What follows belongs to an exercise in optimizing a design on an open flow for small area; a production flow would make more cautious choices.
The RTL was checked by simulation tests, not by an equivalence proof against the original design.
Power figures rest on the tool's default switching activity, not on a simulated workload.

==> flow/design.v (outline; a module is shown in full before it is edited, if it fits) <==
// module gf1: 2223 lines
module gf1
	(
	input MCLK,
	input CLK,  
	input IOW,
	input IOR,
	input CS1,  
	input CS2,  
	input DACK1,  
	input DACK2,  
	input RESET,
	output WAIT,
	output DRQ1,
	output DRQ2,
	output IRQ1,
	output IRQ2,
	output IRQ3,
	input DMA_TC,
	input [15:0] DATA_i,
	output [15:0] DATA_o,
	input IO16,
	input [3:0] ADDRESS,
	output BUSA_LOW,
	output BUSA_HIGH,
	input [7:0] DRAM_DATA_i,
	output [7:0] DRAM_DATA_o,
	output reg DRAM_WE,
	output reg DRAM_RAS,
	output [8:0] DRAM_ADDR,
	output DRAM_CAS0,
	output DRAM_CAS1,
	output DRAM_CAS2,
	output DRAM_CAS3,
	output DAC_DATA,
	output reg DAC_CLK,
	output reg DAC_LR,
	output reg DAC_LR2
	);
  // ...
==> flow/flow/run.sh <==
#!/bin/bash
# Own layout flow: the standard synthesis, its combinational logic re-mapped
# for area (registers untouched), then the standard layout with its own
# clock tree settings. Each tool's output goes to a log file here.
set -euo pipefail
HERE=$(pwd)
RES=$HERE/orfs/results/$FLOW_PLATFORM/gf1/base
LIB=$FLOW_HOME/platforms/$FLOW_PLATFORM/lib/sky130_fd_sc_hd__tt_025C_1v80.lib
CFG=$FLOW_HOME/platforms/$FLOW_PLATFORM/config.mk

# 1. standard synthesis
bash standard.sh "$RES/1_2_yosys.v" > "$HERE/log_1_synth.txt" 2>&1
cp "$RES/1_2_yosys.v" "$HERE/synth_standard.v"

# 2. re-map the combinational logic
SEQ=$(grep -oE 'sky130_fd_sc_hd__[a-z0-9_]+' "$RES/1_2_yosys.v" | sort -u | grep -E '__(e|s|se)?df|__dl' | tr '\n' ' ')
DU=$(sed -n '/DONT_USE_CELLS += /,/^#/p' "$CFG" | grep -oE 'sky130_fd_sc_hd__[a-z0-9_]+' | sed 's/^/-dont_use /' | tr '\n' ' ')
sed -e "s#{LIB}#$LIB#g" -e "s#{NETLIST}#$RES/1_2_yosys.v#g" -e "s#{TOP}#$FLOW_TOP#g" \
    -e "s#{SEQ}#$SEQ#g" -e "s#{DONTUSE}#$DU#g" -e "s#{ABCSCRIPT}#$HERE/flow/area.abc#g" \
    flow/remap.ys > "$HERE/remap_run.ys"
yosys -l "$HERE/log_2_remap.txt" -q "$HERE/remap_run.ys" > /dev/null 2>&1

# 3. the rest of the standard layout, with the clock tree settings below
CTS="-sink_clustering_enable -repair_clock_nets -dont_use_dummy_load -sink_clustering_size ${CTS_SIZE:-24} -sink_clustering_max_diameter ${CTS_DIAM:-100}"
bash standard.sh "CTS_ARGS=$CTS" finish > "$HERE/log_3_layout.txt" 2>&1
==> flow/flow/area.abc <==
&get -n
&st
&dc2
&dch -f
&nf -R 1000
&st
&dc2
&dch -f
&nf -R 1000
&put
==> flow/flow/remap.ys <==
# Re-maps the combinational logic of the standard synthesis netlist for area.
# The flip-flops (dfxtp/edfxtp and any other sequential cell) are kept as they are.
read_liberty -ignore_miss_func {LIB}
read_verilog {NETLIST}
hierarchy -top {TOP}
blackbox {SEQ}
flatten
opt_clean
abc -liberty {LIB} {DONTUSE} -script {ABCSCRIPT}
opt_clean -purge
hilomap -singleton -hicell sky130_fd_sc_hd__conb_1 HI -locell sky130_fd_sc_hd__conb_1 LO
insbuf -buf sky130_fd_sc_hd__buf_4 A X
splitnets
opt_clean -purge
stat -liberty {LIB}
write_verilog -noattr -noexpr -nohex -nodec {NETLIST}
==> flow/standard.sh <==
#!/bin/bash
# synth_recipe.tcl (not shown) runs the flow's synth.tcl, then flattens the netlist and writes it again
# the make line also repeats each setting of config.mk as NAME=value (left out here)
make -C /OpenROAD-flow-scripts/flow DESIGN_CONFIG=/design/flow/config.mk WORK_HOME=/design/flow/orfs CLKGATE_MAP_FILE= SYNTH_SCRIPT=/design/flow/synth_recipe.tcl "${@:-finish}"
==> flow/config.mk <==
export PLATFORM = sky130hd
export DESIGN_NAME = gf1
export DESIGN_NICKNAME = gf1
export VERILOG_FILES = /design/flow/design.v
export SDC_FILE = /design/flow/constraint.sdc
export NUM_CORES = 8
export LEC_CHECK = 0
export CAP_MARGIN = 20
export CORE_MARGIN = 2
export CORE_UTILIZATION = 45
export SLEW_MARGIN = 20
export SYNTH_MEMORY_MAX_BITS = 16384
==> flow/constraint.sdc <==
create_clock -name core_clock -period 15.0 [get_ports {MCLK}]
set_input_delay 3.0000 -clock core_clock [delete_from_list [all_inputs] [get_ports {MCLK}]]
set_output_delay 3.0000 -clock core_clock [all_outputs]
set_load 0.01 [all_outputs]
==> results.py, run 1 <==
metrics = {
    "run_status": {
        "status": "timing/DRC/antenna clean",
    },
    "critical_path": {
        "start_kind": "primary input",
        "path_buf_inv": 2,
        "ff2ff_path_depth": 28,
        "worst_ep_required_time_ns": 12.00,
        "crit_end": "WAIT",
        "cp_data_arrival_time_ns": 6.70,
        "crit_family": "simple AND/OR/NAND/NOR gates",
        "path_cells": "clkdlybuf4s50_1 -> nor2b_1 -> nand2_1 -> nor2_1 -> o21ai_0 -> nor2_1 -> a32oi_1 -> nand2_1 -> clkdlybuf4s50_1",
    },
    "floorplanning": {
        "nWellTaps": 5663,
        "die_y_um": 657,
        "die_area_mm2": 0.432,
    },
    "cells_and_area": {
        "top_regs": "vr_ring: 4736 flops, ram_output_latch: 148 flops, wave_next_l: 116 flops",
        "largest_register_ffs": 4736,
        "final_common_cell": "dfxtp_1",
        "post-route-cell-area_mm2": 0.211,
        "layoutNonFillerInstCount": 21100,
        "syn2layout_area_growth_pct": 9.99,
    },
    "global_route": {
        "grt_use_met3": 0.0598,
        "antenna_found_initial": 39,
        "grt_pass1_wl_mm": 948,
        "grt_pass1_vias": 127000,
        "grt_max_degree": 155,
    },
    "placement": {
        "post_dp_cell_area_mm2": 0.204,
        "place_hpwl_mm": 427,
        "place_congestion": 0.936,
    },
    "power": {
        "p_sw_frac": 0.244,
        "p_clk_frac": 0.303,
        "ir_drop_uv": 113,
        "combPwrFrac": 0.087,
        "pg_comb_mw": 2.54,
    },
    "clock_network": {
        "clock-sinks": 6339,
        "post_cts_resized": 0,
        "insertion_delay_ns": 1.03,
        "cts_max_level": 5,
    },
    "drt": {
        "via_per_inst": 6.29,
        "drt-met1-wl_mm": 272,
        "drc": 0,
        "wl_per_cell_um": 31.9,
    },
    "hold_path": {
        "hold_class": "flop to flop",
    },
    "flow_run": {
        "maxCapViolations": 0,
    },
    "logic_synthesis": {
        "synth_area_mm2": 0.192,
    },
    "sta": {
        "fmax_ghz": 0.103,
    },
}
==> run 2, diff against run 1 <==
--- a/flow/design.v
+++ b/flow/design.v
@@ -35,20 +35,22 @@
 	output reg DAC_CLK,
 	output reg DAC_LR,
 	output reg DAC_LR2
 	);
 	reg clk_sel[0:16];
 	reg clk1, clk2, clk3, clk4;
 	reg clk1_q, clk4_q;
 	reg chan_sel_i;
-	reg [5:0] chan_cnt[0:1];
+	reg [5:0] chan_cnt[1:1];
+	reg chan_cnt_inc, chan_cnt_zero;   
 	reg chan_cnt_res_l;
 	reg chan_c0_l;
 	reg [4:0] chan_latch1[0:3];
+	reg chan_f1_seen;         
 	reg [4:0] chan_latch2;
 	reg [4:0] chan_active_cnt;
 	reg [4:0] chan_active_cnt_l;
 	reg [4:0] chan_irq;
 	reg [4:0] chan_irq_l;
 	reg [4:0] chan_cmp_l;
 	reg [4:0] chan_cmp_l2;
 	reg [4:0] ram_addr_l;
@@ -66,18 +68,16 @@
 	reg [147:0] ram_output_latch;
 	reg vr_ones;             
 	reg [4:0] vr_raddr;      
 	reg vr_host;             
 	reg [1:0] cl147, clW, cl41, clR, clU;
 	reg [4:0] vr_waddr;
 	reg [1:0] pc147, pcW, pc41, pcR, pcU;
 	reg vr_phost;
-	reg [4:0] vr_psel;
-	reg [15:0] vr_pbus;
 	reg [5:0] vr_pnew;
 	reg vr_win;              
 	reg vr_pend;             
 	reg vr_rdy;
 	reg vr_slot;
 	reg vr_commit;
 	integer vr_i;
 	reg [4735:0] vr_ring;    
@@ -90,35 +90,36 @@
 		vr_ring_rd = 148'h0;
 		for (vr_j = 0; vr_j < 32; vr_j = vr_j + 1)
 			vr_ring_rd = vr_ring_rd | (vr_ring[vr_j*148 +: 148] & {148{vr_oh[vr_j]}});
 	end
 	wire [147:0] vr_we;
 	wire [147:0] vr_wd;
 	wire vr_byp = (vr_pend | vr_win) & (vr_waddr == vr_raddr);
 	wire [147:0] ram_right_bus = vr_ones ? {148{1'b1}} : vr_byp ? ((vr_ring_rd & ~vr_we) | (vr_wd & vr_we)) : vr_ring_rd;
-	wire pv_reg_0 = vr_psel[4:0] == 5'h0;
-	wire pv_reg_1 = vr_psel[4:0] == 5'h1;
-	wire pv_reg_2 = vr_psel[4:0] == 5'h2;
-	wire pv_reg_3 = vr_psel[4:0] == 5'h3;
-	wire pv_reg_4 = vr_psel[4:0] == 5'h4;
-	wire pv_reg_5 = vr_psel[4:0] == 5'h5;
-	wire pv_reg_6 = vr_psel[4:0] == 5'h6;
-	wire pv_reg_7 = vr_psel[4:0] == 5'h7;
-	wire pv_reg_8 = vr_psel[4:0] == 5'h8;
-	wire pv_reg_9 = vr_psel[4:0] == 5'h9;
-	wire pv_reg_A = vr_psel[4:0] == 5'ha;
-	wire pv_reg_B = vr_psel[4:0] == 5'hb;
-	wire pv_reg_C = vr_psel[4:0] == 5'hc;
-	wire pv_reg_D = vr_psel[4:0] == 5'hd;
-	wire pv_reg_E = vr_psel[3:0] == 4'he;
+	wire pv_reg_0 = voice_reg_sel[4:0] == 5'h0;
+	wire pv_reg_1 = voice_reg_sel[4:0] == 5'h1;
+	wire pv_reg_2 = voice_reg_sel[4:0] == 5'h2;
+	wire pv_reg_3 = voice_reg_sel[4:0] == 5'h3;
+	wire pv_reg_4 = voice_reg_sel[4:0] == 5'h4;
+	wire pv_reg_5 = voice_reg_sel[4:0] == 5'h5;
+	wire pv_reg_6 = voice_reg_sel[4:0] == 5'h6;
+	wire pv_reg_7 = voice_reg_sel[4:0] == 5'h7;
+	wire pv_reg_8 = voice_reg_sel[4:0] == 5'h8;
+	wire pv_reg_9 = voice_reg_sel[4:0] == 5'h9;
+	wire pv_reg_A = voice_reg_sel[4:0] == 5'ha;
+	wire pv_reg_B = voice_reg_sel[4:0] == 5'hb;
+	wire pv_reg_C = voice_reg_sel[4:0] == 5'hc;
+	wire pv_reg_D = voice_reg_sel[4:0] == 5'hd;
+	wire pv_reg_E = voice_reg_sel[3:0] == 4'he;
 	wire [7:0] wave_params = ram_output_latch[147:140];
 	reg [5:0] wave_params_l1[0:2];
 	reg [2:0] wave_params_l2[0:2];
 	reg wave_roll[0:2];
+	reg clk1_seen;            
 	reg wave_end_reach;
 	wire wave_end_cond = wave_end_reach & (wave_params_l1[2][1] | ~wave_roll[2]);
 	wire wave_irq_pend_next = wave_params_l1[2][3] & (wave_params_l1[2][5] | wave_end_reach);
 	wire wave_status_next = wave_params_l1[2][0] | (~wave_params_l1[2][0] & (wave_end_cond & ~wave_params_l1[2][1]));
 	wire wave_dir_next = wave_params_l1[2][4] ^ (wave_end_cond & (wave_params_l1[2][1] & wave_params_l1[2][2]));
 	wire wave_is_stopped = wave_params[1] | wave_params[0];
 	reg w1811;
 	reg w1856;
@@ -276,17 +277,18 @@
 	reg ramp_sel1;
 	reg ramp_sel2;
 	reg ramp_sel3;
 	wire [11:0] ramp_add1 = (ramp_sel2 ? 12'h0 : (ramp_sel1 ? ramp_mux_lo : ramp_mux_hi)) ^ {12{ramp_sel3}};
 	wire [11:0] ramp_add2 = ramp_sel1 ? ramp_mux_hi : ramp_mux_lo;
 	wire [12:0] ramp_sum = { 1'h0, ramp_add1 } + { 1'h0, ramp_add2 } + { 12'h0, ramp_sel3 };
 	reg [11:0] ramp_sum_mem;
 	reg [11:0] ramp_next_l[0:3];
-	reg [8:0] ramp_cnt[0:1];
+	reg [8:0] ramp_cnt[1:1];
+	reg ramp_cnt_inc;         
 	reg [4:0] ramp_ch_l;
 	reg w368;
 	reg ramp_irq_set;
 	reg ramp_irq_set_l;
 	reg ramp_irq_clear;
 	reg ramp_irq_clear_l1;
 	reg ramp_irq_clear_l2;
 	reg ramp_irq_clear_l3;
@@ -402,17 +404,18 @@
 	reg dram_dma_irq_en_l;
 	reg dram_dma_irq_en;
 	reg dram_dma_rate1;
 	reg dram_dma_rate0;
 	reg dram_dma_chan_width;
 	reg dram_dma_dir;
 	reg dram_dma_en_l;
 	reg dram_dma_en;
-	reg [19:0] dram_dma_address[0:1];
+	reg [19:0] dram_dma_address[1:1];
+	reg dram_dma_addr_inc;    
 	reg [19:0] dram_peek_address;
 	reg timer_ctrl_b5_l;
 	reg timer_ctrl_b5;
 	reg timer_ctrl_b4_l;
 	reg timer_ctrl_b4;
 	reg timer2_irq_en_l;
 	reg timer2_irq_en;
 	reg timer1_irq_en_l;
@@ -421,20 +424,23 @@
 	reg timer_ctrl_b1;
 	reg timer_ctrl_b0_l;
 	reg timer_ctrl_b0;
 	reg [7:0] timer1_reg_l;
 	reg [7:0] timer1_reg;
 	reg [7:0] timer2_reg_l;
 	reg [7:0] timer2_reg;
 	reg clk_div_reset[0:1];
-	reg [3:0] clk_div_cnt[0:1];
+	reg [3:0] clk_div_cnt[1:1];
+	reg clk_div_inc;
 	reg clk_div_reset2[0:1];
-	reg [6:0] clk_div_cnt2[0:1];
-	reg [1:0] clk_div_cnt3[0:1];
+	reg [6:0] clk_div_cnt2[1:1];
+	reg clk_div_inc2;
+	reg [1:0] clk_div_cnt3[1:1];
+	reg clk_div_inc3;
 	reg clk_div_timer;
 	reg clk_div_timer2;
 	reg [7:0] timer1_cnt[0:1];
 	wire [8:0] timer1_cnt_add = { 1'h0, timer1_cnt[1] } + 9'h1;
 	wire timer1_of = timer1_cnt_add[8];
 	reg timer1_irq_l;
 	reg timer1_irq;
 	reg timer1_expire_l;
@@ -486,17 +492,18 @@
 	reg dram_dma_tc;
 	reg dram_dma_irq_pending;
 	reg dram_dma_req_wr1;
 	reg dram_dma_req_wr2;
 	reg dram_dma_req_rd;
 	reg cls9_dma_write;
 	reg cls9_dma_read;
 	reg dram_refresh_slot;
-	reg [2:0] dram_dma_clk_cnt[0:1];
+	reg [2:0] dram_dma_clk_cnt[1:1];
+	reg dram_dma_clk_inc;
 	wire dram_dma_rate00 = ~dram_dma_rate0 & ~dram_dma_rate1;
 	wire dram_dma_rate01 = ~dram_dma_rate0 & dram_dma_rate1;
 	wire dram_dma_rate10 = dram_dma_rate0 & ~dram_dma_rate1;
 	wire dram_dma_rate11 = dram_dma_rate0 & dram_dma_rate1;
 	wire [3:0] dram_dma_clk_cntc = { dram_dma_clk_cnt[1], ~dram_refresh_slot };
 	wire dram_dma_tick = dram_dma_en & (
 		(dram_dma_rate00 & 1'h1) |
 		(dram_dma_rate01 & dram_dma_clk_cntc[1:0] == 2'h0) |
@@ -625,17 +632,18 @@
 	reg [20:0] accum_l[0:1];
 	reg [20:0] accum_add;
 	wire [20:0] accum_sum = accum_add + { {5{val_shifted[15]}}, val_shifted }; 
 	wire accum_clip1 = ~accum_sum[20] & (accum_sum[19:15] != 5'h0);
 	wire accum_clip2 = accum_sum[20] & (accum_sum[19:15] != 5'h1f);
 	wire [15:0] accum_clip = accum_clip2 ? 16'h8000 : (accum_clip1 ? 16'h7fff : accum_sum[15:0]);
 	reg [15:0] accum_mem;
 	reg [15:0] accum_shifter[0:1];
-	reg [5:0] dac_counter[0:1];
+	reg [5:0] dac_counter[1:1];
+	reg dac_counter_inc;
 	reg w2008[0:1];
 	reg w2007;
 	reg w2003;
 	reg w2042;
 	reg w2045;
 	reg w2043;
 	reg w2044;
 	reg w2020;
@@ -744,36 +752,49 @@
 		chan_cnt_res = clk2 & chan_cnt_res_l & chan_c0;
 		clk4_chc0 = chan_c0 & clk4;
 		clk4_chc0n = ~chan_c0 & clk4;
 		if (clk4)
 			chan_sel_i <= 1;
 		else if (clk2)
 			chan_sel_i <= 0;
 		if (clk1)
-			chan_cnt[0] <= chan_cnt[1] + 6'h1;
+		begin
+			chan_cnt_inc <= 1'b1;
+			chan_cnt_zero <= 1'b0;
+		end
 		else if (chan_cnt_res)
-			chan_cnt[0] <= 0;
+		begin
+			chan_cnt_inc <= 1'b0;
+			chan_cnt_zero <= 1'b1;
+		end
 		if (clk3)
-			chan_cnt[1] <= chan_cnt[0];
+		begin
+			chan_cnt[1] <= chan_cnt_zero ? 6'h0 : chan_cnt[1] + {5'h0, chan_cnt_inc};
+			chan_cnt_inc <= 1'b0;
+			chan_cnt_zero <= 1'b0;
+		end
 		if (clk1)
 			chan_c0_l <= chan_c0;
 		if (clk3)
 		begin
 			if (~chan_c0_l)
 			begin
 				chan_latch1[0] <= chan_cnt[1][5:1];
-				chan_latch1[2] <= chan_latch1[1];
-				chan_latch2 <= chan_latch1[3];
+				if (chan_f1_seen)
+				begin
+					chan_latch1[2] <= chan_latch1[0];
+					chan_latch2 <= chan_latch1[2];
+				end
+				chan_f1_seen <= 1'b0;
 			end
 			else
 			begin
-				chan_latch1[1] <= chan_latch1[0];
-				chan_latch1[3] <= chan_latch1[2];
 				chan_latch2 <= chan_cnt[1][5:1];
+				chan_f1_seen <= 1'b1;
 			end
 		end
 		if (chan_sel_i)
 			chan_sel <= chan_latch2;
 		else
 			chan_sel <= dest_channel_l2;
 		if (clk2)
 			chan_active_cnt_l <= chan_active_cnt;
@@ -784,17 +805,18 @@
 		if (clk4_chc0)
 			chan_cmp_l2 <= chan_cmp_l;
 		if (wave_irq_set_cond | ramp_irq_set_cond)
 			chan_irq <= chan_cmp_l2;
 		if (clk1)
 			chan_irq_l <= chan_irq;
 		if (RESET)
 		begin
-			chan_cnt[0] <= 0;
+			chan_cnt_inc <= 1'b0;
+			chan_cnt_zero <= 1'b0;
 			chan_cnt[1] <= 0;
 			chan_cnt_res_l <= 0;
 			chan_active_cnt <= 0;
 		end
 		if (glob_reg_l2[7:6] != 2'h0 | reset_reg | glob_data_wr2)
 			glob_data_wr1 <= 0;
 		else if (glob_data_exec)
 			glob_data_wr1 <= 1;
@@ -842,17 +864,17 @@
 		end
 		ram_strobe = clk_sel[3] | clk_sel[11];
 		if (voice_write_pending[1] & clk3)
 			ram_wr_strobe = 1'h1;
 		else if (clk4)
 			ram_wr_strobe = 1'h0;
 		if (clk3)
 			voice_irq_read_l <= 1'h0;
-		if (ram_strobe & clk2 & voice_rw_pending)
+		if (clk_sel[4] & clk2 & voice_rw_pending)
 		begin
 			glob_data_bus <= 16'hffff;  
 		end
 		else if (ram_wr_strobe)
 		begin
 			glob_data_bus <= glob_data_bus & ~glob_data_l2;
 		end
 		else if (w434)
@@ -1080,28 +1102,24 @@
 		if (w1885)
 			ram_output_latch <= ram_right_bus;
 		w134 = chan_c0 & clk2;
 		if (clk4)
 		begin
 			if (chan_c0)
 			begin
 				wave_is_stopped_l[0] <= wave_is_stopped;
-				wave_is_stopped_l[2] <= wave_is_stopped_l[1];
-				wave_is_stopped_l[4] <= wave_is_stopped_l[3];
 				ramp_is_stopped_l[0] <= ramp_is_stopped;
-				ramp_is_stopped_l[2] <= ramp_is_stopped_l[1];
-				ramp_is_stopped_l[4] <= ramp_is_stopped_l[3];
-			end
-			else
-			begin
-				wave_is_stopped_l[1] <= wave_is_stopped_l[0];
-				wave_is_stopped_l[3] <= wave_is_stopped_l[2];
-				ramp_is_stopped_l[1] <= ramp_is_stopped_l[0];
-				ramp_is_stopped_l[3] <= ramp_is_stopped_l[2];
+				if (~clk4_q)
+				begin
+					wave_is_stopped_l[2] <= wave_is_stopped_l[0];
+					wave_is_stopped_l[4] <= wave_is_stopped_l[2];
+					ramp_is_stopped_l[2] <= ramp_is_stopped_l[0];
+					ramp_is_stopped_l[4] <= ramp_is_stopped_l[2];
+				end
 			end
 		end
 		w1863 = (chan_c0 & ~wave_is_stopped_l[4]) & clk2;
 		w1982 = (chan_c0 & ~ramp_is_stopped_l[4]) & clk2;
 		w1800 = ram_strobe & w134;
 		w1801 = ram_strobe & (w100 | (w134 & ~w1863));
 		w1944 = ram_strobe & (w100 | (w134 & ~w1982));
 		if (w134) begin cl147 <= 2'd1; cl41 <= 2'd1; end
@@ -1128,50 +1146,52 @@
 		vr_rot <= vr_rot + 3'd1;
 		vr_win <= voice_ram_update;
 		vr_pend <= vr_rdy & ~vr_commit;
 		if (voice_ram_update & (~vr_rdy | vr_commit))
 		begin
 			vr_waddr <= ram_addr_l;
 			pc147 <= cl147; pcW <= clW; pc41 <= cl41; pcR <= clR; pcU <= clU;
 			vr_phost <= vr_host;
-			vr_psel <= voice_reg_sel[4:0];
-			vr_pbus <= glob_data_bus;
 			vr_pnew <= { wave_params_l2[2][2] & ~wave_irq_clear_l5, wave_params_l2[2][1], wave_params_l2[2][0],
 				ramp_params_l2[2][2] & ~ramp_irq_clear_l5, ramp_params_l2[2][1], ramp_params_l2[2][0] };
 		end
 		for (vr_i = 0; vr_i < 4; vr_i = vr_i + 1)
 		begin
 			vr_ring[(vr_i*8+1)*148 +: 148*7] <= vr_ring[(vr_i*8+0)*148 +: 148*7];
 			if (vr_commit & (vr_waddr[4:3] == vr_i))
 				vr_ring[(vr_i*8)*148 +: 148] <= (vr_ring[(vr_i*8+7)*148 +: 148] & ~vr_we) | (vr_wd & vr_we);
 			else
 				vr_ring[(vr_i*8)*148 +: 148] <= vr_ring[(vr_i*8+7)*148 +: 148];
 		end
 		if (clk3)
 		begin
 			wave_params_l1[0] <= { wave_params[7], wave_params[6], wave_params[5], wave_params[4], wave_params[3], wave_params[0] };
 			wave_roll[0] <= ramp_params[2];
+			ramp_params_l1[0] <= { ramp_params[7], ramp_params[6], ramp_params[5], ramp_params[4], ramp_params[3], ramp_params[0] };
+			if (clk1_seen)
+			begin
+				wave_params_l1[2] <= wave_params_l1[0];
+				wave_roll[2] <= wave_roll[0];
+				ramp_params_l1[2] <= ramp_params_l1[0];
+			end
+			clk1_seen <= 1'b0;
 		end
 		if (clk1)
-		begin
-			wave_params_l1[1] <= wave_params_l1[0];
-			wave_roll[1] <= wave_roll[0];
-		end
-		if (clk3)
-		begin
-			wave_params_l1[2] <= wave_params_l1[1];
-			wave_roll[2] <= wave_roll[1];
-		end
+			clk1_seen <= 1'b1;
 		if (clk4_chc0)
+		begin
 			wave_params_l2[0] <= { wave_irq_pend_next, wave_dir_next, wave_status_next };
-		if (clk3)
-			wave_params_l2[1] <= wave_params_l2[0];
-		if (clk4_chc0)
-			wave_params_l2[2] <= wave_params_l2[1];
+			ramp_params_l2[0] <= { ramp_irq_pend_next, ramp_dir_next, ramp_status_next };
+			if (~clk4_q)
+			begin
+				wave_params_l2[2] <= wave_params_l2[0];
+				ramp_params_l2[2] <= ramp_params_l2[0];
+			end
+		end
 		if (clk4)
 			w1811 <= chan_c0;
 		if (clk2)
 			w1856 <= w1811;
 		if (clk3)
 			w1813 = 1'h1;
 		if (clk1)
 			w1813 = 1'h0;
@@ -1268,34 +1288,16 @@
 			wave_next_l[3] <= wave_next_l[2];
 		end
 		if (clk3)
 			wave_addr_l[2] <= wave_addr_l[1];
 		if (clk4 & ~clk4_q & chan_c0)
 			wave_addr_l[1] <= wave_sum[28:0];
 		else if (clk2 & ~chan_c0)
 			wave_addr_l[1] <= wave_cur;
-		if (clk3)
-		begin
-			ramp_params_l1[0] <= { ramp_params[7], ramp_params[6], ramp_params[5], ramp_params[4], ramp_params[3], ramp_params[0] };
-		end
-		if (clk1)
-		begin
-			ramp_params_l1[1] <= ramp_params_l1[0];
-		end
-		if (clk3)
-		begin
-			ramp_params_l1[2] <= ramp_params_l1[1];
-		end
-		if (clk4_chc0)
-			ramp_params_l2[0] <= { ramp_irq_pend_next, ramp_dir_next, ramp_status_next };
-		if (clk3)
-			ramp_params_l2[1] <= ramp_params_l2[0];
-		if (clk4_chc0)
-			ramp_params_l2[2] <= ramp_params_l2[1];
 		if (clk4)
 			w1935 <= chan_c0;
 		if (clk2)
 			w1987 <= w1935;
 		if (clk3)
 			w1989 = 1'h1;
 		if (clk1)
 			w1989 = 1'h0;
@@ -1386,23 +1388,26 @@
 		if (clk1 & ~clk1_q)
 		begin
 			ramp_next_l[1] <= ramp_next_l[0];
 			ramp_next_l[2] <= ramp_next_l[1];
 			ramp_next_l[3] <= ramp_next_l[2];
 		end
 		if (reset_reg)
 		begin
-			ramp_cnt[0] <= 9'h0;
 			ramp_cnt[1] <= 9'h0;
+			ramp_cnt_inc <= 1'b0;
 		end
 		else if (~chan_cnt_res)
-			ramp_cnt[0] <= ramp_cnt[1] + 9'h1;
+			ramp_cnt_inc <= 1'b1;
 		else
-			ramp_cnt[1] <= ramp_cnt[0];
+		begin
+			ramp_cnt[1] <= ramp_cnt[1] + {8'h0, ramp_cnt_inc};
+			ramp_cnt_inc <= 1'b0;
+		end
 		if (w1885)
 			ramp_ch_l <= ~chan_sel;
 		if (clk3)
 		begin
 			case ({ram_output_latch[43], ram_output_latch[42]})
 				2'h0: w368 <= 1'h1;
 				2'h1: w368 <= ramp_ch_l[2:0] == ramp_cnt[1][2:0];
 				2'h2: w368 <= ramp_ch_l == ramp_cnt[1][4:0] & ramp_cnt[1][5];
@@ -1727,62 +1732,67 @@
 		begin
 			blaster_io_dsp_req_l <= 1'h0;
 			blaster_io_dsp_req <= 1'h0;
 			blaster_io_dsp_reset_req_l <= 1'h0;
 			blaster_io_dsp_reset_req <= 1'h0;
 		end
 		if (~CLK)
 		begin
-			clk_div_cnt[0] = clk_div_cnt[1] + 4'h1;
+			clk_div_inc = 1'b1;
 			clk_div_reset[1] = clk_div_reset[0];
 		end
 		else
 		begin
-			clk_div_cnt[1] = clk_div_cnt[0];
+			clk_div_cnt[1] = clk_div_cnt[1] + {3'h0, clk_div_inc};
+			clk_div_inc = 1'b0;
 			clk_div_reset[0] = clk_div_cnt[1][3] & clk_div_cnt[1][1];
 		end
 		if (RESET | clk_div_reset[1])
 		begin
-			clk_div_cnt[0] = 4'h0;
+			clk_div_inc = 1'b0;
 			clk_div_cnt[1] = 4'h0;
 		end
 		if (RESET)
 		begin
 			clk_div_reset[0] = 1'h0;
 			clk_div_reset[1] = 1'h0;
 		end
 		if (~clk_div_cnt[1][2])
 		begin
-			clk_div_cnt2[0] = clk_div_cnt2[1] + 7'h1;
+			clk_div_inc2 = 1'b1;
 			clk_div_reset2[1] = clk_div_reset2[0];
 		end
 		else
 		begin
-			clk_div_cnt2[1] = clk_div_cnt2[0];
+			clk_div_cnt2[1] = clk_div_cnt2[1] + {6'h0, clk_div_inc2};
+			clk_div_inc2 = 1'b0;
 			clk_div_reset2[0] = clk_div_cnt2[1][6] & clk_div_cnt2[1][3] & clk_div_cnt2[1][2] & clk_div_cnt2[1][1];
 		end
 		if (reset_reg | clk_div_reset2[1])
 		begin
-			clk_div_cnt2[0] = 7'h0;
+			clk_div_inc2 = 1'b0;
 			clk_div_cnt2[1] = 7'h0;
 		end
 		if (reset_reg)
 		begin
 			clk_div_reset2[0] = 1'h0;
 			clk_div_reset2[1] = 1'h0;
 		end
 		clk_div_timer = ~((~clk_div_cnt2[1][6] & clk_div_cnt[1][2]) | (~clk_div_cnt2[1][6] & ~timer_ctrl_b4) | (clk_div_cnt[1][2] & timer_ctrl_b4));
 		if (~clk_div_timer)
-			clk_div_cnt3[0] = clk_div_cnt3[1] + 2'h1;
+			clk_div_inc3 = 1'b1;
 		else
-			clk_div_cnt3[1] = clk_div_cnt3[0];
+		begin
+			clk_div_cnt3[1] = clk_div_cnt3[1] + {1'h0, clk_div_inc3};
+			clk_div_inc3 = 1'b0;
+		end
 		if (reset_reg)
 		begin
-			clk_div_cnt3[0] = 1'h0;
+			clk_div_inc3 = 1'b0;
 			clk_div_cnt3[1] = 1'h0;
 		end
 		clk_div_timer2 = clk_div_cnt3[1][1];
 		if (~clk_div_timer)
 		begin
 			if (timer1_start & ~timer1_of)
 				timer1_cnt[0] <= timer1_cnt_add[7:0];
 			else
@@ -1855,22 +1865,25 @@
 			dram_dma_req_wr1 <= 1'h1;
 		else if (dram_dma_req_wr2)
 			dram_dma_req_wr1 <= 1'h0;
 		if (dram_dma_tick & ~dram_dma_dir & dram_dma_req_wr1)
 			dram_dma_req_wr2 <= 1'h1;
 		else if (DACK1 | ~dram_dma_en)
 			dram_dma_req_wr2 <= 1'h0;
 		if (dram_refresh_slot)
-			dram_dma_clk_cnt[0] <= dram_dma_clk_cnt[1] + 3'h1;
+			dram_dma_clk_inc <= 1'b1;
 		else
-			dram_dma_clk_cnt[1] <= dram_dma_clk_cnt[0];
+		begin
+			dram_dma_clk_cnt[1] <= dram_dma_clk_cnt[1] + {2'h0, dram_dma_clk_inc};
+			dram_dma_clk_inc <= 1'b0;
+		end
 		if (reset_reg)
 		begin
-			dram_dma_clk_cnt[0] <= 0;
+			dram_dma_clk_inc <= 1'b0;
 			dram_dma_clk_cnt[1] <= 0;
 		end
 		if (DACK1 & IOW)
 			dram_dma_in_data <= DATA_i;
 		if (~dram_dma_write_state1)
 			dram_dma_hi_lo_byte_sel[0] <= ~dram_dma_hi_lo_byte_sel[1];
 		else
 			dram_dma_hi_lo_byte_sel[1] <= dram_dma_hi_lo_byte_sel[0];
@@ -1898,23 +1911,26 @@
 		else if (cls9_dma_read)
 			dram_dma_read_state2 <= 1'h0;
 		if (dram_dma_read_state2 & dram_dma_dir & dram_dma_tick)
 			dram_dma_read_state3 <= 1'h1;
 		else if (cls9_dma_read | ~dram_dma_en)
 			dram_dma_read_state3 <= 1'h0;
 		if (((cpu_write_4 & IO16) | cpu_write_5) & glob_addr_42)
 		begin
-			dram_dma_address[0] <= { glob_data_l2, 4'h0 };
 			dram_dma_address[1] <= { glob_data_l2, 4'h0 };
+			dram_dma_addr_inc <= 1'b0;
 		end
 		else if (cls9_dma_read | dram_dma_write_state2)
-			dram_dma_address[0] <= dram_dma_address[1] + 20'h1;
+			dram_dma_addr_inc <= 1'b1;
 		else
-			dram_dma_address[1] <= dram_dma_address[0];
+		begin
+			dram_dma_address[1] <= dram_dma_address[1] + {19'h0, dram_dma_addr_inc};
+			dram_dma_addr_inc <= 1'b0;
+		end
 		if (~clk_sel[1])
 			dram_io_wr_dma_l = dram_dma_write_state2;
 		else
 			dram_io_wr_dma = dram_io_wr_dma_l;
 		if (~clk_sel[1])
 			dram_io_rd_dma_l = dram_dma_read_state3;
 		else
 			dram_io_rd_dma = dram_io_rd_dma_l;
@@ -2146,31 +2162,32 @@
 		begin
 			w262_l[0] <= w262;
 			w262_l[2] <= w262_l[1];
 		end
 		if (clk1)
 			w262_l[1] <= w262_l[0];
 		if (~w2003)
 		begin
-			dac_counter[0] = dac_counter[1] + 6'h1;
+			dac_counter_inc = 1'b1;
 			w2008[0] = dac_counter[1][5] & dac_counter[1][4] & dac_counter[1][2];
 		end
 		else
 		begin
-			dac_counter[1] = dac_counter[0];
+			dac_counter[1] = dac_counter[1] + {5'h0, dac_counter_inc};
+			dac_counter_inc = 1'b0;
 			w2008[1] = w2008[0];
 		end
 		if (~dac_enable | w2008[1])
 			w2007 = 1'h1;
 		else if (~w262_l[2])
 			w2007 = 1'h0;
 		if (w2007)
 		begin
-			dac_counter[0] = 0;
+			dac_counter_inc = 1'b0;
 			dac_counter[1] = 0;
 		end
 		w2042 = ~(dac_counter[1][1] & dac_counter[1][2]);
 		w2045 = ~(~dac_counter[1][0] & ~dac_counter[1][1]);
 		w2043 = ~(w2042 & dac_counter[1][5] & ~dac_counter[1][4] & ~dac_counter[1][3]);
 		w2044 = ~(w2045 & dac_counter[1][4] & dac_counter[1][3] & dac_counter[1][2]);
 		w2020 = ~(w2043 & w2044);
 		w2029 = ~(~dac_counter[1][3] & dac_counter[1][2] & ~dac_counter[1][1] & dac_counter[1][0]);
@@ -2192,17 +2209,17 @@
 			DAC_LR <= 1'h1;
 		if (~dac_enable | (w2020 & ~w2003))
 			DAC_LR <= 1'h0;
 		if ((w2020 | w2021) & ~w2003)
 			DAC_LR2 <= 1'h1;
 		if (~dac_enable | ((w2055 | w2040) & ~w2003))
 			DAC_LR2 <= 1'h0;
 	end
-	wire [147:0] vr_hd = {~vr_pbus[15], ~vr_pbus[14], ~vr_pbus[13], ~vr_pbus[12], ~vr_pbus[11], ~vr_pbus[10], ~vr_pbus[9], ~vr_pbus[8], ~vr_pbus[12], ~vr_pbus[12], ~vr_pbus[12], ~vr_pbus[11], ~vr_pbus[11], ~vr_pbus[11], ~vr_pbus[10], ~vr_pbus[10], ~vr_pbus[10], ~vr_pbus[9], ~vr_pbus[9], ~vr_pbus[9], ~vr_pbus[8], ~vr_pbus[8], ~vr_pbus[8], ~vr_pbus[7], ~vr_pbus[7], ~vr_pbus[7], ~vr_pbus[6], ~vr_pbus[6], ~vr_pbus[6], ~vr_pbus[5], ~vr_pbus[5], ~vr_pbus[5], ~vr_pbus[4], ~vr_pbus[4], ~vr_pbus[4], ~vr_pbus[3], ~vr_pbus[3], ~vr_pbus[3], ~vr_pbus[2], ~vr_pbus[2], ~vr_pbus[2], ~vr_pbus[1], ~vr_pbus[1], ~vr_pbus[1], ~vr_pbus[0], ~vr_pbus[0], ~vr_pbus[0], ~vr_pbus[15], ~vr_pbus[15], ~vr_pbus[15], ~vr_pbus[14], ~vr_pbus[14], ~vr_pbus[14], ~vr_pbus[15], ~vr_pbus[13], ~vr_pbus[13], ~vr_pbus[13], ~vr_pbus[14], ~vr_pbus[12], ~vr_pbus[12], ~vr_pbus[12], ~vr_pbus[13], ~vr_pbus[11], ~vr_pbus[11], ~vr_pbus[11], ~vr_pbus[12], ~vr_pbus[10], ~vr_pbus[10], ~vr_pbus[10], ~vr_pbus[11], ~vr_pbus[9], ~vr_pbus[9], ~vr_pbus[9], ~vr_pbus[10], ~vr_pbus[8], ~vr_pbus[8], ~vr_pbus[8], ~vr_pbus[9], ~vr_pbus[7], ~vr_pbus[7], ~vr_pbus[7], ~vr_pbus[8], ~vr_pbus[6], ~vr_pbus[6], ~vr_pbus[6], ~vr_pbus[7], ~vr_pbus[5], ~vr_pbus[5], ~vr_pbus[5], ~vr_pbus[6], ~vr_pbus[4], ~vr_pbus[5], ~vr_pbus[3], ~vr_pbus[4], ~vr_pbus[2], ~vr_pbus[3], ~vr_pbus[1], ~vr_pbus[2], ~vr_pbus[0], ~vr_pbus[1], ~vr_pbus[11], ~vr_pbus[10], ~vr_pbus[9], ~vr_pbus[8], ~vr_pbus[15], ~vr_pbus[14], ~vr_pbus[15], ~vr_pbus[14], ~vr_pbus[13], ~vr_pbus[12], ~vr_pbus[11], ~vr_pbus[10], ~vr_pbus[9], ~vr_pbus[8], ~vr_pbus[15], ~vr_pbus[15], ~vr_pbus[15], ~vr_pbus[14], ~vr_pbus[14], ~vr_pbus[14], ~vr_pbus[13], ~vr_pbus[13], ~vr_pbus[13], ~vr_pbus[12], ~vr_pbus[12], ~vr_pbus[12], ~vr_pbus[11], ~vr_pbus[11], ~vr_pbus[11], ~vr_pbus[10], ~vr_pbus[10], ~vr_pbus[10], ~vr_pbus[9], ~vr_pbus[9], ~vr_pbus[9], ~vr_pbus[13], ~vr_pbus[8], ~vr_pbus[8], ~vr_pbus[8], ~vr_pbus[12], ~vr_pbus[7], ~vr_pbus[11], ~vr_pbus[6], ~vr_pbus[10], ~vr_pbus[5], ~vr_pbus[9], ~vr_pbus[4], ~vr_pbus[8]};
+	wire [147:0] vr_hd = {~glob_data_bus[15], ~glob_data_bus[14], ~glob_data_bus[13], ~glob_data_bus[12], ~glob_data_bus[11], ~glob_data_bus[10], ~glob_data_bus[9], ~glob_data_bus[8], ~glob_data_bus[12], ~glob_data_bus[12], ~glob_data_bus[12], ~glob_data_bus[11], ~glob_data_bus[11], ~glob_data_bus[11], ~glob_data_bus[10], ~glob_data_bus[10], ~glob_data_bus[10], ~glob_data_bus[9], ~glob_data_bus[9], ~glob_data_bus[9], ~glob_data_bus[8], ~glob_data_bus[8], ~glob_data_bus[8], ~glob_data_bus[7], ~glob_data_bus[7], ~glob_data_bus[7], ~glob_data_bus[6], ~glob_data_bus[6], ~glob_data_bus[6], ~glob_data_bus[5], ~glob_data_bus[5], ~glob_data_bus[5], ~glob_data_bus[4], ~glob_data_bus[4], ~glob_data_bus[4], ~glob_data_bus[3], ~glob_data_bus[3], ~glob_data_bus[3], ~glob_data_bus[2], ~glob_data_bus[2], ~glob_data_bus[2], ~glob_data_bus[1], ~glob_data_bus[1], ~glob_data_bus[1], ~glob_data_bus[0], ~glob_data_bus[0], ~glob_data_bus[0], ~glob_data_bus[15], ~glob_data_bus[15], ~glob_data_bus[15], ~glob_data_bus[14], ~glob_data_bus[14], ~glob_data_bus[14], ~glob_data_bus[15], ~glob_data_bus[13], ~glob_data_bus[13], ~glob_data_bus[13], ~glob_data_bus[14], ~glob_data_bus[12], ~glob_data_bus[12], ~glob_data_bus[12], ~glob_data_bus[13], ~glob_data_bus[11], ~glob_data_bus[11], ~glob_data_bus[11], ~glob_data_bus[12], ~glob_data_bus[10], ~glob_data_bus[10], ~glob_data_bus[10], ~glob_data_bus[11], ~glob_data_bus[9], ~glob_data_bus[9], ~glob_data_bus[9], ~glob_data_bus[10], ~glob_data_bus[8], ~glob_data_bus[8], ~glob_data_bus[8], ~glob_data_bus[9], ~glob_data_bus[7], ~glob_data_bus[7], ~glob_data_bus[7], ~glob_data_bus[8], ~glob_data_bus[6], ~glob_data_bus[6], ~glob_data_bus[6], ~glob_data_bus[7], ~glob_data_bus[5], ~glob_data_bus[5], ~glob_data_bus[5], ~glob_data_bus[6], ~glob_data_bus[4], ~glob_data_bus[5], ~glob_data_bus[3], ~glob_data_bus[4], ~glob_data_bus[2], ~glob_data_bus[3], ~glob_data_bus[1], ~glob_data_bus[2], ~glob_data_bus[0], ~glob_data_bus[1], ~glob_data_bus[11], ~glob_data_bus[10], ~glob_data_bus[9], ~glob_data_bus[8], ~glob_data_bus[15], ~glob_data_bus[14], ~glob_data_bus[15], ~glob_data_bus[14], ~glob_data_bus[13], ~glob_data_bus[12], ~glob_data_bus[11], ~glob_data_bus[10], ~glob_data_bus[9], ~glob_data_bus[8], ~glob_data_bus[15], ~glob_data_bus[15], ~glob_data_bus[15], ~glob_data_bus[14], ~glob_data_bus[14], ~glob_data_bus[14], ~glob_data_bus[13], ~glob_data_bus[13], ~glob_data_bus[13], ~glob_data_bus[12], ~glob_data_bus[12], ~glob_data_bus[12], ~glob_data_bus[11], ~glob_data_bus[11], ~glob_data_bus[11], ~glob_data_bus[10], ~glob_data_bus[10], ~glob_data_bus[10], ~glob_data_bus[9], ~glob_data_bus[9], ~glob_data_bus[9], ~glob_data_bus[13], ~glob_data_bus[8], ~glob_data_bus[8], ~glob_data_bus[8], ~glob_data_bus[12], ~glob_data_bus[7], ~glob_data_bus[11], ~glob_data_bus[6], ~glob_data_bus[10], ~glob_data_bus[5], ~glob_data_bus[9], ~glob_data_bus[4], ~glob_data_bus[8]};
 	wire [147:0] vr_hf = ~vr_phost | pv_reg_E ? 148'h0 :
 		pv_reg_0 ? 148'hff00000000000000000000000000000000000 :
 		pv_reg_1 ? 148'h0000000000000444444444555000000000000 :
 		pv_reg_2 ? 148'h0049249249240000000000000000000000000 :
 		pv_reg_3 ? 148'h0000000000009111111111000000000000000 :
 		pv_reg_4 ? 148'h0024924924920000000000000000000000000 :
 		pv_reg_5 ? 148'h0000000000004888888888800000000000000 :
 		pv_reg_6 ? 148'h00000000000000000000000000c0000001155 :
--- a/flow/flow/run.sh
+++ b/flow/flow/run.sh
@@ -17,9 +17,9 @@
 DU=$(sed -n '/DONT_USE_CELLS += /,/^#/p' "$CFG" | grep -oE 'sky130_fd_sc_hd__[a-z0-9_]+' | sed 's/^/-dont_use /' | tr '\n' ' ')
 sed -e "s#{LIB}#$LIB#g" -e "s#{NETLIST}#$RES/1_2_yosys.v#g" -e "s#{TOP}#$FLOW_TOP#g" \
     -e "s#{SEQ}#$SEQ#g" -e "s#{DONTUSE}#$DU#g" -e "s#{ABCSCRIPT}#$HERE/flow/area.abc#g" \
     flow/remap.ys > "$HERE/remap_run.ys"
 yosys -l "$HERE/log_2_remap.txt" -q "$HERE/remap_run.ys" > /dev/null 2>&1
 
 # 3. the rest of the standard layout, with the clock tree settings below
 CTS="-sink_clustering_enable -repair_clock_nets -dont_use_dummy_load -sink_clustering_size ${CTS_SIZE:-24} -sink_clustering_max_diameter ${CTS_DIAM:-100}"
-bash standard.sh "CTS_ARGS=$CTS" finish > "$HERE/log_3_layout.txt" 2>&1
+bash standard.sh "CTS_ARGS=$CTS" "BUFFER_PORTS_ARGS=-buffer_cell sky130_fd_sc_hd__buf_1" finish > "$HERE/log_3_layout.txt" 2>&1
==> flow/flow/area.abc (replaced) <==
&get -n
&st
&dc2
&dch -f
&nf -R 1000
&put
mfs2 -W 4 -M 5000
&get -n
&st
&dch -f
&nf -R 1000
&put
==> flow/config.mk (replaced) <==
export PLATFORM = sky130hd
export DESIGN_NAME = gf1
export DESIGN_NICKNAME = gf1
export VERILOG_FILES = /design/flow/design.v
export SDC_FILE = /design/flow/constraint.sdc
export NUM_CORES = 8
export LEC_CHECK = 0
export CAP_MARGIN = 20
export CORE_MARGIN = 2
export CORE_UTILIZATION = 60
export PLACE_DENSITY = 0.7
export SLEW_MARGIN = 20
export SYNTH_MEMORY_MAX_BITS = 16384
==> results.py, run 2 <==
metrics = {
    "run_status": {
        "status": "timing/DRC/antenna clean",
    },
    "critical_path": {
        "critPathCaptureType": "flop",
        "ff2ff_path_depth": 28,
        "r2r_start": "val_shifted[0]",
        "slowest_delay_ns": 0.54,
        "cp_data_arrival_time_ns": 9.45,
        "timing.critical_path.mode_cell": "maj3_1",
        "r2r_slack_ns": 6.17,
        "r2r_end": "accum_shifter[0][10]",
        "crit_family": "compound AO/OA/AOI/OAI gates",
        "path_buf_inv": 0,
        "crit_fanout": 16,
        "worst_ep_required_time_ns": 15.62,
        "path_class": "flop to flop",
        "start_kind": "flop",
        "cp_slowest_cell": "o21a_1",
    },
    "sta": {
        "slew_headroom": 0.135,
        "fmax_ghz": 0.113,
        "finalSetupTns_ns": 0,
        "skew_ns": 0.119,
        "slew_violations": 0,
        "timing.final.crit_share": 0.588,
        "rsz0062_at_grt": "no",
        "final-hold-violation-count": 0,
        "worst-slew-pin-transition_ns": 1.29,
        "layout_min_cycle_time_ns": 8.83,
        "setup_violations": 0,
    },
    "cells_and_area": {
        "top_regs": "vr_ring: 4736 flops, ram_output_latch: 148 flops, wave_next_l: 116 flops",
        "nNetsFinal": 15300,
        "largest_register_ffs": 4736,
        "mostFrequentLayoutCells": "5059 x dfxtp_1, 1675 x nand2_1, 1146 x edfxtp_1",
        "final_common_cell": "dfxtp_1",
        "fin_util": 0.655,
        "regMostFlops": "vr_ring",
        "layoutNonFillerInstCount": 19400,
        "syn2layout_area_growth_pct": 8.73,
        "drive_gt1_frac": 0.0484,
    },
    "floorplanning": {
        "core_area_mm2": 0.312,
        "floorplan.initialDensity": 0.603,
        "die_y_um": 564,
        "ioPinCount": 90,
        "die_area_mm2": 0.318,
        "die_w_um": 564,
        "fp-row-count": 205,
    },
    "clock_network": {
        "postCtsSetupBuffers": 0,
        "clock-sinks": 6239,
        "numCtsBuffers": 299,
        "hold_buffers": 0,
        "clk_pin_slew_ns": 0.09,
        "insertion_delay_ns": 0.99,
        "cts_tree": "built",
        "post_cts_resized": 0,
        "root_buffer": "clkbuf_16",
        "cts_max_level": 5,
        "cts_buffer_depth": 4,
    },
    "hold_path": {
        "holdPathEnd": "vr_ring[3332]",
        "min_from": "vr_ring[3184]",
        "hold_depth": 0,
        "hold_class": "flop to flop",
    },
    "global_route": {
        "antenna_found_initial": 54,
        "grt_pass1_wl_mm": 931,
        "grt_max_degree": 90,
        "grt_pass1_vias": 131000,
        "grt_use_total": 0.404,
        "overflow": 0,
    },
    "power": {
        "p_sw_frac": 0.276,
        "p_int_mw": 22.1,
        "ir_drop_uv": 124,
        "totalPowerFinal_mw": 30.5,
        "p_per_area_mw_per_mm2": 149,
        "combPwrFrac": 0.128,
        "p_sw_mw": 8.40,
        "p_leak_nw": 73.0,
        "p_clk_frac": 0.283,
        "p_seq_frac": 0.588,
    },
    "logic_synthesis": {
        "synth_area_mm2": 0.188,
        "synth_area_per_cell_um2": 12.9,
        "ys.warnings.count": 41,
        "synthCells": 14500,
    },
    "drt": {
        "wirelength_mm": 661,
        "ant_nets": 0,
        "via_per_inst": 6.99,
        "wl_per_cell_um": 34.0,
        "num_vias": 136000,
        "first_iter_violations": 25100,
        "drc": 0,
        "firstDrtPassIters": 15,
    },
    "flow_run": {
        "maxCapViolations": 0,
    },
    "placement": {
        "place_hpwl_mm": 418,
        "place_congestion": 0.985,
        "placed_cells": 19100,
        "io_buffers": 87,
    },
}
## run 2: power groups by stage
| stage | registers (mW) | clock network (mW) | logic, mW |
|---|---|---|---|
| 6_report | 17.9 | 8.63 | 3.91 |
| 5_1_grt | 17.9 | 9.14 | 4.00 |
| 4_1_cts | 17.9 | 8.58 | 3.73 |
| 3_5_place_dp | 18.3 | 0 | 3.70 |
| 3_3_place_gp | 18.3 | 0 | 3.65 |
| 2_1_floorplan | 18.3 | 0 | 1.71 |
## run 2: routing by layer
metal | track usage | wire, um | vias to the layer above
met5 | 0.00268 | 405 | -
met1 | 0.533 | 243000 | 66100
met4 | 0.233 | 43800 | 40
li1 | - | - | 56700
met2 | 0.592 | 279000 | 10700
met3 | 0.120 | 95300 | 2370
## run 2: layout make-up
cell class	instances	area, um2
Clock buffer	299	7480
Multi-Input combinational cell	8122	51200
Sequential cell	6239	136000
Fill cell	23300	108000
Timing Repair Buffer	436	3340
Tap cell	4140	5180
Inverter	138	527
Antenna cell	71	178
## run 2: through the flow
stage               worst slack, ns  hold slack (ns)  cell area, um2
global placement               6.07            0.332          197000
CTS                            6.23            0.309          204000
floorplan                      2.75            0.326          188000
detailed placement             6.04            0.332          197000
finish                         6.17            0.308          204000
global route                   5.51            0.314          204000
## run 2: how the worst max path moves through the flow
stage	slack [ns]	to	from	depth (start not counted)
final	6.17	accum_shifter[0][10]	val_shifted[0]	28
after detailed placement	6.04	accum_shifter[0][15]	RESET	23
after floorplan	2.75	ramp_next_l[1][0]	RESET	1
after global routing	5.51	accum_shifter[0][2]	val_shifted[0]	28
after global placement	6.07	accum_shifter[0][15]	RESET	23
after CTS	6.23	accum_shifter[0][2]	val_shifted[1]	28
==> run 3, diff against run 2 <==
--- a/flow/flow/run.sh
+++ b/flow/flow/run.sh
@@ -21,5 +21,5 @@
 yosys -l "$HERE/log_2_remap.txt" -q "$HERE/remap_run.ys" > /dev/null 2>&1
 
 # 3. the rest of the standard layout, with the clock tree settings below
-CTS="-sink_clustering_enable -repair_clock_nets -dont_use_dummy_load -sink_clustering_size ${CTS_SIZE:-24} -sink_clustering_max_diameter ${CTS_DIAM:-100}"
+CTS="-sink_clustering_enable -repair_clock_nets -dont_use_dummy_load -sink_clustering_size ${CTS_SIZE:-26} -sink_clustering_max_diameter ${CTS_DIAM:-80}"
 bash standard.sh "CTS_ARGS=$CTS" "BUFFER_PORTS_ARGS=-buffer_cell sky130_fd_sc_hd__buf_1" finish > "$HERE/log_3_layout.txt" 2>&1
==> flow/flow/area.abc (replaced) <==
&get -n
&st
&dc2
&dch -f
&nf -R 1000
&put
mfs2 -W 4 -M 5000
&get -n
&st
&dch -f
&nf -R 1000
&put
mfs2 -W 4 -M 5000
&get -n
&st
&dch -f
&nf -R 1000
&put
==> results.py, run 3 <==
metrics = {
    "run_status": {
        "status": "timing/DRC/antenna clean",
    },
    "logic_synthesis": {
        "synth_area_per_cell_um2": 13.0,
        "synth_area_mm2": 0.188,
        "ys.warnings.count": 41,
        "synthCells": 14400,
    },
    "cells_and_area": {
        "largest_register_ffs": 4736,
        "syn2layout_area_growth_pct": 8.57,
        "top_regs": "vr_ring: 4736 flops, ram_output_latch: 148 flops, wave_next_l: 116 flops",
        "regMostFlops": "vr_ring",
        "mostFrequentLayoutCells": "5059 x dfxtp_1, 1551 x nand2_1, 1146 x edfxtp_1",
        "drive_gt1_frac": 0.0495,
        "final_common_cell": "dfxtp_1",
        "n_fill_cell": 23100,
        "nNetsFinal": 15200,
    },
    "sta": {
        "final-hold-violation-count": 0,
        "slew_violations": 0,
        "rsz0062_at_grt": "no",
        "setup_violations": 0,
        "fmax_ghz": 0.113,
        "layout_min_cycle_time_ns": 8.83,
        "slew_headroom": 0.0954,
        "timing.final.crit_share": 0.589,
        "finalSetupTns_ns": 0,
        "worst-slew-pin-transition_ns": 1.34,
        "skew_ns": 0.109,
        "whs_ns": 0.291,
    },
    "clock_network": {
        "postCtsSetupBuffers": 0,
        "numCtsBuffers": 287,
        "clk_pin_slew_ns": 0.10,
        "cts_tree": "built",
        "cts_max_level": 5,
        "clock-sinks": 6239,
        "root_buffer": "clkbuf_16",
        "hold_buffers": 0,
        "post_cts_resized": 0,
        "insertion_delay_ns": 0.96,
        "cts_buffer_depth": 4,
    },
    "critical_path": {
        "path_buf_inv": 0,
        "worst_ep_required_time_ns": 15.63,
        "timing.critical_path.mode_cell": "maj3_1",
        "start_kind": "flop",
        "path_class": "flop to flop",
        "critPathCaptureType": "flop",
        "crit_path_start": "val_shifted[0]",
        "crit_fanout": 28,
        "ff2ff_path_depth": 29,
        "cp_data_arrival_time_ns": 9.46,
        "cp_slowest_cell": "and2_1",
        "r2r_start": "val_shifted[0]",
        "cp.depth": 29,
        "slowest_delay_ns": 0.81,
        "crit_family": "adder cells",
    },
    "global_route": {
        "antenna_found_initial": 48,
        "grt_max_degree": 79,
        "grt_pass1_vias": 130000,
        "overflow": 0,
        "grt_pass1_wl_mm": 933,
        "grt_use_total": 0.406,
    },
    "drt": {
        "via_per_inst": 7.00,
        "wirelength_mm": 662,
        "drc": 0,
        "firstDrtPassIters": 13,
        "first_iter_violations": 25700,
        "num_vias": 135000,
        "wl_per_cell_um": 34.3,
        "ant_nets": 0,
    },
    "floorplanning": {
        "die_area_mm2": 0.317,
        "floorplan.initialDensity": 0.602,
        "core_area_mm2": 0.311,
        "ioPinCount": 90,
        "die_y_um": 563,
        "fp-row-count": 205,
        "die_w_um": 563,
    },
    "placement": {
        "io_buffers": 87,
        "place_congestion": 1.01,
        "place_hpwl_mm": 416,
    },
    "power": {
        "p_per_area_mw_per_mm2": 150,
        "ir_drop_uv": 115,
        "p_leak_nw": 72.7,
    },
    "flow_run": {
        "maxCapViolations": 0,
    },
    "hold_path": {
        "min_from": "vr_ring[4135]",
        "hold_depth": 0,
        "hold_class": "flop to flop",
    },
}
## run 3: layout make-up
class | count | area, um2 | area share
diodes | 41 | 103 | 0.000504
clock buffers | 287 | 7180 | 0.0353
inverters | 138 | 520 | 0.00256
multi-input cells | 8012 | 50800 | 0.250
flip-flops and latches | 6239 | 136000 | 0.670
well taps | 4140 | 5180 | 0.0254
repair buffers | 445 | 3310 | 0.0163
## run 3: worst paths after layout
kind	endpoint	slack (ns)
worst max-delay path	accum_shifter[0][4]	6.17
worst min-delay path	vr_ring[4283]	0.29
worst max register to register	accum_shifter[0][4]	6.17
worst min register to register	vr_ring[4283]	0.29
## run 3: routing by layer
| metal | part of all wire | vias up | global-route usage |
|---|---|---|---|
| met5 | 0.00027 | - | 0 |
| met4 | 0.067 | 24 | 0.229 |
| met3 | 0.14 | 2131 | 0.107 |
| met2 | 0.43 | 10500 | 0.607 |
| met1 | 0.37 | 66000 | 0.536 |
| li1 | - | 56400 | - |
## run 3: per-stage QoR
stage / setup WS [ns] / utilization / cell area [um2] / cells / total power [mW]
6_report: 6.17 / 0.654 / 204000 / 19300 / 30.6
5_1_grt: 5.48 / 0.654 / 204000 / 19300 / 31.2
4_1_cts: 6.02 / 0.653 / 203000 / 19300 / 30.3
3_5_place_dp: 5.09 / 0.630 / 196000 / 19000 / 22.2
3_3_place_gp: 5.28 / 0.630 / 196000 / 19000 / 22.2
2_1_floorplan: 2.75 / - / 188000 / 14400 / 20.2
## run 3: power by group
| part | total (mW) | internal [mW] | switching (mW) |
|---|---|---|---|
| Combinational | 4.12 | 1.06 | 3.05 |
| Sequential | 18.0 | 17.5 | 0.483 |
| Clock | 8.47 | 3.45 | 5.03 |
| Total | 30.6 | 22.0 | 8.56 |

[re-timing with driven ports]
No port has a modelled driver above. Below, the same layouts with a new extraction and two added sets of constraints. Step 1 sets driving cells, clkbuf_16 on the clock port and buf_2 on the other inputs (assumed; they add their load-dependent delay and slew). Step 2, shift: input delay + t, output delay - t, t = (earliest + latest rising clock arrival at the registers) / 2. This alone moves slack from input paths to output paths. Slacks: ideal / step 1 / step 2; pairs: ideal / step 1.
run	shift t [ns]	setup WS [ns]	worst register clock-pin slew, ns	worst data-port slew with drivers (ns)
run 1	1.069	5.300 / 5.186 / 4.371	0.10 / 0.10	0.18
run 2	1.038	6.173 / 6.173 / 5.780	0.10 / 0.10	0.21
run 3	1.017	6.168 / 6.168 / 5.247	0.11 / 0.11	0.08
After both steps setup and hold are still met in every run listed. For run 1, which loses most, drivers alone change the setup slack by -0.114 ns; drivers and shift together by -0.929 ns.
